Source: an optimization exercise on an open RTL-to-GDS flow (aim: small area). Production flows keep margins and buffers that such runs may drop.
In this exercise RTL edits were held to simulation tests only and were not proved equivalent to the original.
Power and IR drop assume default switching activity.

==> inputs of job 2876 <==
==> flow/design.v <==
package noc;
  parameter int unsigned PortQueueDepth = 4;
  parameter int unsigned xMax = 16;
  parameter int unsigned yMax = 16;
  parameter int unsigned messageTypeWidth = 5;
  parameter bit [4:0] AllPorts               = 5'b11111;
  parameter bit [4:0] TopLeftRouterPorts     = 5'b11010;
  parameter bit [4:0] TopRightRouterPorts    = 5'b10110;
  parameter bit [4:0] BottomLeftRouterPorts  = 5'b11001;
  parameter bit [4:0] BottomRightRouterPorts = 5'b10101;
  typedef enum logic [2:0] {
    kNorthPort = 3'd0,
    kSouthPort = 3'd1,
    kWestPort  = 3'd2,
    kEastPort  = 3'd3,
    kLocalPort = 3'd4
  } noc_port_t;
  typedef struct packed {
    logic        go_local;
    logic        go_east;
    logic        go_west;
    logic        go_south;
    logic        go_north;
  } direction_t;
  parameter direction_t goNorth = 5'b00001;
  parameter direction_t goSouth = 5'b00010;
  parameter direction_t goWest = 5'b00100;
  parameter direction_t goEast = 5'b01000;
  parameter direction_t goLocal = 5'b10000;
  parameter int unsigned xWidth = $clog2(xMax);
  parameter int unsigned yWidth = $clog2(xMax);
  typedef struct packed {
    logic [yWidth-1:0] y;
    logic [xWidth-1:0] x;
  } xy_t;
  typedef enum logic {
    kFlowControlAckNack = 1'b0,
    kFlowControlCreditBased = 1'b1
  } noc_flow_control_t;
  parameter int unsigned CreditsWidth = $clog2(PortQueueDepth + 1);
  typedef logic [4:0][CreditsWidth-1:0] credits_t;
  typedef logic [messageTypeWidth-1:0] message_t;
  typedef struct packed {
    logic head;
    logic tail;
  } preamble_t;
endpackage
module router_fifo
  #(
    parameter int unsigned Width = 34
    )
  (
   input  logic clk,
   input  logic rst,
   input  logic rdreq,
   input  logic wrreq,
   input  logic [Width-1:0] data_in,
   output logic empty,
   output logic full,
   output logic [Width-1:0] data_out
   );
  logic [3:0][Width-1:0] mem;
  logic [1:0] rd_ptr, wr_ptr, rd_ptr_next, wr_ptr_next;
  logic valid_read, valid_write;
  assign valid_read = rdreq & ~empty;
  assign valid_write = empty ? wrreq & ~rdreq : wrreq & ~full;
  assign rd_ptr_next = {rd_ptr[0], ~rd_ptr[1]};
  assign wr_ptr_next = {wr_ptr[0], ~wr_ptr[1]};
  always_ff @(posedge clk) begin
    if (rst) begin
      rd_ptr <= '0;
      wr_ptr <= '0;
      empty <= 1'b1;
      full <= 1'b0;
    end else begin
      if (valid_read) rd_ptr <= rd_ptr_next;
      if (valid_write) wr_ptr <= wr_ptr_next;
      if (valid_write & ~valid_read) begin
        empty <= 1'b0;
        full <= wr_ptr_next == rd_ptr;
      end else if (~valid_write & valid_read) begin
        empty <= rd_ptr_next == wr_ptr;
        full <= 1'b0;
      end
    end
  end
  for (genvar g_i = 0; g_i < 4; g_i++) begin : gen_mem
    always_ff @(posedge clk) begin
      if (wr_ptr == g_i && !full) mem[g_i] <= data_in;
    end
  end
  logic [3:0] rd_sel;
  always_comb begin
    data_out = {Width{empty}} & data_in;
    for (int k = 0; k < 4; k++) begin
      rd_sel[k] = ~empty & (rd_ptr == k);
      data_out = data_out | ({Width{rd_sel[k]}} & mem[k]);
    end
  end
endmodule
module lookahead_routing
  #(
    parameter int unsigned Dir = 0   
    )
  (
   input  logic [7:0] position,      
   input  logic [7:0] destination,   
   output logic [4:0] next_routing   
   );
  logic [3:0] px, py, dx, dy;
  assign {py, px} = position;
  assign {dy, dx} = destination;
  logic [4:0] y_route;
  assign y_route = dy > py ? noc::goSouth : dy < py ? noc::goNorth : noc::goLocal;
  if (Dir == 0) begin : gen_north
    assign next_routing = dy == py - 4'd1 ? noc::goLocal : noc::goNorth;
  end else if (Dir == 1) begin : gen_south
    assign next_routing = dy == py + 4'd1 ? noc::goLocal : noc::goSouth;
  end else if (Dir == 2) begin : gen_west
    assign next_routing = dx == px - 4'd1 ? y_route : noc::goWest;
  end else begin : gen_east
    assign next_routing = dx == px + 4'd1 ? y_route : noc::goEast;
  end
endmodule
module router_arbiter
  #(
    parameter bit [4:0] Allowed = 5'b11110
    )
  (
   input  logic clk,
   input  logic rst,
   input  logic [4:0] request,
   input  logic update,
   output logic [4:0] grant,
   output logic [4:0] last
   );
  logic [4:0][4:0] beats;   
  logic [24:0] pri_w;       
  for (genvar a = 0; a < 5; a++) begin : gen_a
    for (genvar b = 0; b < 5; b++) begin : gen_b
      if (a < b && Allowed[a] && Allowed[b]) begin : gen_pair
        logic pri;
        always_ff @(posedge clk) begin
          if (rst) begin
            pri <= 1'b1;
          end else if (update & grant[a]) begin
            pri <= 1'b0;
          end else if (update & grant[b]) begin
            pri <= 1'b1;
          end
        end
        assign pri_w[5*a+b] = pri;
        assign beats[a][b] = pri;
      end else if (a > b && Allowed[a] && Allowed[b]) begin : gen_pair_t
        assign pri_w[5*a+b] = 1'b0;
        assign beats[a][b] = ~pri_w[5*b+a];
      end else begin : gen_none
        assign pri_w[5*a+b] = 1'b0;
        assign beats[a][b] = 1'b0;
      end
    end
  end
  for (genvar b = 0; b < 5; b++) begin : gen_grant
    logic [4:0] blocked;
    for (genvar a = 0; a < 5; a++) begin : gen_block
      assign blocked[a] = request[a] & beats[a][b];
    end
    assign grant[b] = Allowed[b] & request[b] & ~|blocked;
  end
  for (genvar b = 0; b < 5; b++) begin : gen_last
    logic [4:0] above;
    for (genvar a = 0; a < 5; a++) begin : gen_above
      assign above[a] = ~Allowed[a] | (a == b) | beats[a][b];
    end
    assign last[b] = Allowed[b] & &above;
  end
endmodule
module lookahead_router
  #(
    parameter bit FlowControl = 1'b0,   
    parameter int unsigned DataWidth = 32,
    parameter int unsigned PortWidth = DataWidth + 2,
    parameter bit [4:0] Ports = 5'b11111
    )
  (
   input  logic clk,
   input  logic rst,
   input  logic [7:0] position,
   input  logic [PortWidth-1:0] data_n_in,
   input  logic [PortWidth-1:0] data_s_in,
   input  logic [PortWidth-1:0] data_w_in,
   input  logic [PortWidth-1:0] data_e_in,
   input  logic [PortWidth-1:0] data_p_in,
   input  logic [4:0] data_void_in,
   output logic [4:0] stop_out,
   output logic [PortWidth-1:0] data_n_out,
   output logic [PortWidth-1:0] data_s_out,
   output logic [PortWidth-1:0] data_w_out,
   output logic [PortWidth-1:0] data_e_out,
   output logic [PortWidth-1:0] data_p_out,
   output logic [4:0] data_void_out,
   input  logic [4:0] stop_in
   );
  localparam int unsigned HeadBit = PortWidth - 1;
  localparam int unsigned TailBit = PortWidth - 2;
  localparam int unsigned DstLsb = 16;
  localparam bit [24:0] Allowed = {5'b01111,    
                                       5'b10100,    
                                       5'b11000,    
                                       5'b11101,    
                                       5'b11110};   
  logic [4:0][PortWidth-1:0] data_in;
  logic [4:0][PortWidth-1:0] fifo_head;
  logic [4:0][PortWidth-1:0] last_flit;
  logic [4:0][PortWidth-1:0] data_out;
  logic [4:0] empty, full, in_valid, in_valid_head, rd_fifo;
  logic [4:0][4:0] request;    
  logic [4:0][4:0] grant;      
  logic [4:0][4:0] select;     
  logic [4:0][4:0] saved_select;
  logic [4:0] state;           
  assign data_in[0] = data_n_in;
  assign data_in[1] = data_s_in;
  assign data_in[2] = data_w_in;
  assign data_in[3] = data_e_in;
  assign data_in[4] = data_p_in;
  assign data_n_out = data_out[0];
  assign data_s_out = data_out[1];
  assign data_w_out = data_out[2];
  assign data_e_out = data_out[3];
  assign data_p_out = data_out[4];
  for (genvar g_i = 0; g_i < 5; g_i++) begin : gen_input
    always_comb begin
      rd_fifo[g_i] = 1'b0;
      for (int o = 0; o < 5; o++) rd_fifo[g_i] = rd_fifo[g_i] | (select[o][g_i] & ~stop_in[o]);
    end
    router_fifo #(.Width(PortWidth)) input_queue (
      .clk(clk),
      .rst(rst),
      .rdreq(rd_fifo[g_i]),
      .wrreq(~data_void_in[g_i]),
      .data_in(data_in[g_i]),
      .empty(empty[g_i]),
      .full(full[g_i]),
      .data_out(fifo_head[g_i])
    );
    assign in_valid[g_i] = ~(empty[g_i] & data_void_in[g_i]);
    assign in_valid_head[g_i] = in_valid[g_i] & fifo_head[g_i][HeadBit];
    assign stop_out[g_i] = full[g_i];
  end
  for (genvar g_o = 0; g_o < 5; g_o++) begin : gen_output
    logic [PortWidth-1:0] crossbar;
    logic out_valid, forwarding;
    for (genvar g_i = 0; g_i < 5; g_i++) begin : gen_request
      assign request[g_o][g_i] = Allowed[5*g_o+g_i] & in_valid_head[g_i] & fifo_head[g_i][g_o];
    end
    router_arbiter #(.Allowed(Allowed[5*g_o +: 5])) arbiter_i (
      .clk(clk),
      .rst(rst),
      .request(request[g_o]),
      .update(forwarding & crossbar[HeadBit]),
      .grant(grant[g_o]),
      .last(saved_select[g_o])
    );
    assign select[g_o] = (state[g_o] ? saved_select[g_o] : grant[g_o]) & Allowed[5*g_o +: 5];
    always_comb begin
      crossbar = '0;
      out_valid = 1'b0;
      for (int i = 0; i < 5; i++) begin
        if (Allowed[5*g_o+i]) begin
          crossbar = crossbar | ({PortWidth{select[g_o][i]}} & fifo_head[i]);
          out_valid = out_valid | (select[g_o][i] & in_valid[i]);
        end
      end
    end
    assign forwarding = ~stop_in[g_o] & out_valid;
    always_ff @(posedge clk) begin
      if (rst) begin
        state[g_o] <= 1'b0;
      end else if (forwarding & crossbar[TailBit]) begin
        state[g_o] <= 1'b0;
      end else if (forwarding & crossbar[HeadBit]) begin
        state[g_o] <= 1'b1;
      end
    end
    always_ff @(posedge clk) begin
      if (~stop_in[g_o]) last_flit[g_o] <= crossbar;
    end
    if (g_o < 4) begin : gen_lookahead
      logic [4:0] next_routing;
      lookahead_routing #(.Dir(g_o)) lookahead_routing_i (
        .position(position),
        .destination(last_flit[g_o][DstLsb+7:DstLsb]),
        .next_routing(next_routing)
      );
      assign data_out[g_o] = {last_flit[g_o][PortWidth-1:5],
                              last_flit[g_o][HeadBit] ? next_routing : last_flit[g_o][4:0]};
    end else begin : gen_local
      assign data_out[g_o] = last_flit[g_o];
    end
    always_ff @(posedge clk) begin
      if (rst) begin
        data_void_out[g_o] <= 1'b1;
      end else if (~stop_in[g_o]) begin
        data_void_out[g_o] <= ~out_valid;
      end
    end
  end
endmodule
==> flow/flow/run.sh <==
#!/bin/bash
# Layout flow: the standard ORFS flow (standard.sh) with these changes:
#  - synthesis is the standard one (synth_recipe.tcl, same passes, same registers), except that the
#    final ABC technology mapping uses an area-oriented script (flow/area.abc);
#  - ports are buffered with the smallest buffer (sky130_fd_sc_hd__buf_1);
#  - clock tree synthesis adds no dummy loads (CTS_ARGS repeats ORFS's arguments and
#    config.mk's cluster settings, plus -dont_use_dummy_load).
# Each tool's full output goes to the ORFS logs under orfs/logs/; make's output to flow_make.log.
set -euo pipefail
here=$(pwd)
export MY_ABC_SCRIPT="$here/flow/area.abc"
export BUFFER_PORTS_ARGS="-buffer_cell sky130_fd_sc_hd__buf_1"
export CTS_ARGS="-sink_clustering_enable -repair_clock_nets -sink_clustering_size 25 -sink_clustering_max_diameter 100 -dont_use_dummy_load"
# Synthesis script: the standard flow's, with abc's -script argument pointing at flow/area.abc
{
  echo 'proc abc {args} {'
  echo '  set i [lsearch $args -script]'
  echo '  if { $i >= 0 } { lset args [expr {$i + 1}] $::env(MY_ABC_SCRIPT) }'
  echo '  yosys abc {*}$args'
  echo '}'
  cat synth_recipe.tcl
} > "$here/area_synth.tcl"
sed "s#SYNTH_SCRIPT=[^ ]*#SYNTH_SCRIPT=$here/area_synth.tcl#" standard.sh > "$here/area_standard.sh"
grep -q "SYNTH_SCRIPT=$here/area_synth.tcl" "$here/area_standard.sh"
bash "$here/area_standard.sh" finish > flow_make.log 2>&1
==> flow/flow/area.abc <==
strash
&get -n
&st
&dch
&nf -a -p -F 6 -A 6
&put
strash
&get -n
&st
&dch -f
&nf -a -p -F 6 -A 6
&put
strash
&get -n
&st
&dch
&nf -a -p -F 10 -A 10 -C 24
&put
topo
==> flow/standard.sh <==
#!/bin/bash
# synth_recipe.tcl (not shown) runs the flow's synth.tcl, then flattens the netlist and writes it again
# the make line also repeats each setting of config.mk as NAME=value (left out here)
make -C /OpenROAD-flow-scripts/flow DESIGN_CONFIG=/design/flow/config.mk WORK_HOME=/design/flow/orfs CLKGATE_MAP_FILE= SYNTH_SCRIPT=/design/flow/synth_recipe.tcl "${@:-finish}"
==> flow/config.mk <==
export PLATFORM = sky130hd
export DESIGN_NAME = lookahead_router
export DESIGN_NICKNAME = lookahead_router
export VERILOG_FILES = /design/flow/design.v
export SDC_FILE = /design/flow/constraint.sdc
export NUM_CORES = 4
export LEC_CHECK = 0
export CAP_MARGIN = 10
export CORE_MARGIN = 2
export CORE_UTILIZATION = 55
export CTS_CLUSTER_DIAMETER = 100
export CTS_CLUSTER_SIZE = 25
export PLACE_DENSITY = 0.7
export SETUP_SLACK_MARGIN = 0.0
export SLEW_MARGIN = 10
==> flow/constraint.sdc <==
create_clock -name core_clock -period 5.5 [get_ports {clk}]
set_input_delay 1.1000 -clock core_clock [delete_from_list [all_inputs] [get_ports {clk}]]
set_output_delay 1.1000 -clock core_clock [all_outputs]
set_load 0.01 [all_outputs]
==> job 9565: changes against job 2876 <==
==> flow/flow/run.sh (replaced) <==
#!/bin/bash
# Layout flow: the standard ORFS flow (standard.sh) with two changes:
#  - synthesis is the standard one (synth_recipe.tcl, same passes, same registers), except that the
#    final ABC technology mapping uses an area-oriented script (flow/area.abc);
#  - ports are buffered with the smallest buffer (sky130_fd_sc_hd__buf_1).
# Each tool's full output goes to the ORFS logs under orfs/logs/; make's output to flow_make.log.
set -euo pipefail
here=$(pwd)
export MY_ABC_SCRIPT="$here/flow/area.abc"
export BUFFER_PORTS_ARGS="-buffer_cell sky130_fd_sc_hd__buf_1"
# Synthesis script: the standard flow's, with abc's -script argument pointing at flow/area.abc
{
  echo 'proc abc {args} {'
  echo '  set i [lsearch $args -script]'
  echo '  if { $i >= 0 } { lset args [expr {$i + 1}] $::env(MY_ABC_SCRIPT) }'
  echo '  yosys abc {*}$args'
  echo '}'
  cat synth_recipe.tcl
} > "$here/area_synth.tcl"
sed "s#SYNTH_SCRIPT=[^ ]*#SYNTH_SCRIPT=$here/area_synth.tcl#" standard.sh > "$here/area_standard.sh"
grep -q "SYNTH_SCRIPT=$here/area_synth.tcl" "$here/area_standard.sh"
bash "$here/area_standard.sh" finish > flow_make.log 2>&1
==> flow/flow/area.abc (replaced) <==
strash
&get -n
&st
&dch
&nf -a -p -F 6 -A 6
&put
topo
--- a/flow/config.mk
+++ b/flow/config.mk
@@ -6,5 +6,5 @@
 export NUM_CORES = 4
 export LEC_CHECK = 0
-export CAP_MARGIN = 10
+export CAP_MARGIN = 20
 export CORE_MARGIN = 2
 export CORE_UTILIZATION = 55
@@ -13,3 +13,3 @@
 export PLACE_DENSITY = 0.7
 export SETUP_SLACK_MARGIN = 0.0
-export SLEW_MARGIN = 10
+export SLEW_MARGIN = 20
==> run notes <==
status timing/DRC/antenna clean; ordered cell list for the critical path and3b_1 > nand2_1 > a41oi_1 > o311ai_0 > a2111oi_0 > buf_4 > o21ai_0 > a31o_1 > and2_0 > ha_1 > nor4_1 > a21oi_1 > nand2_1; CP Buf/Inv Count 1; Finished Cell Area 40790 um2; number of global-route vias before repair 24920; Fin Hold WS 0.5157 ns; RR Endpoint gen_input[1].input_queue.empty; sequential area share after synthesis 0.7197; most frequent cells after synthesis edfxtp_1, nand2_1, a222oi_1, buf_4, o21ai_0; initial antenna violation count 21; Synth top area share 0.6873; Sequential Power Share 0.489
(the above is from job 9565)
==> run notes <==
status timing/DRC/antenna clean; number of global-route vias before repair 24270; initial antenna violation count 18; most frequent cells after synthesis edfxtp_1, nand2_1, a222oi_1, buf_4, a22oi_1; RR Endpoint last_flit[160]; Finished Cell Area 40410 um2; H-Tree Depth 2; Synth top area share 0.6907; Sequential Power Share 0.539; ordered cell list for the critical path buf_4 > nor3_4 > buf_4 > a222oi_1 > nand2_1 > and3_1 > o41ai_4 > buf_4 > clkinv_1 > buf_4 > o21ai_0
(the above is from job 2876)

-- afterwards: timing with drivers on the ports --
No port has a modelled driver above. Below, the same layouts with a new extraction and two added sets of constraints. Step 1, drivers: a clkbuf_16 drives clk and a buf_2 each remaining input, both assumed. Step 2 adds t to the input delays and takes it off the output delays; t is the mean of the earliest and latest rising clock arrival at the registers after step 1. Input paths then give back, and output paths get back, about the clock's delay inside the block. Slacks: no drivers / after step 1 / after step 2; pairs: no drivers / after step 1.
run	t (ns)	slack for setup (ns)	hold slack, ns
job 2876	0.665	0.528 / 0.528 / 0.438	0.530 / 0.530 / 0.530
job 9565	0.672	0.606 / 0.606 / 0.391	0.516 / 0.516 / 0.516
After both steps setup and hold are still met in every run listed. For job 9565, which loses most, drivers alone change the setup slack by 0.000 ns; drivers and shift together by -0.215 ns.
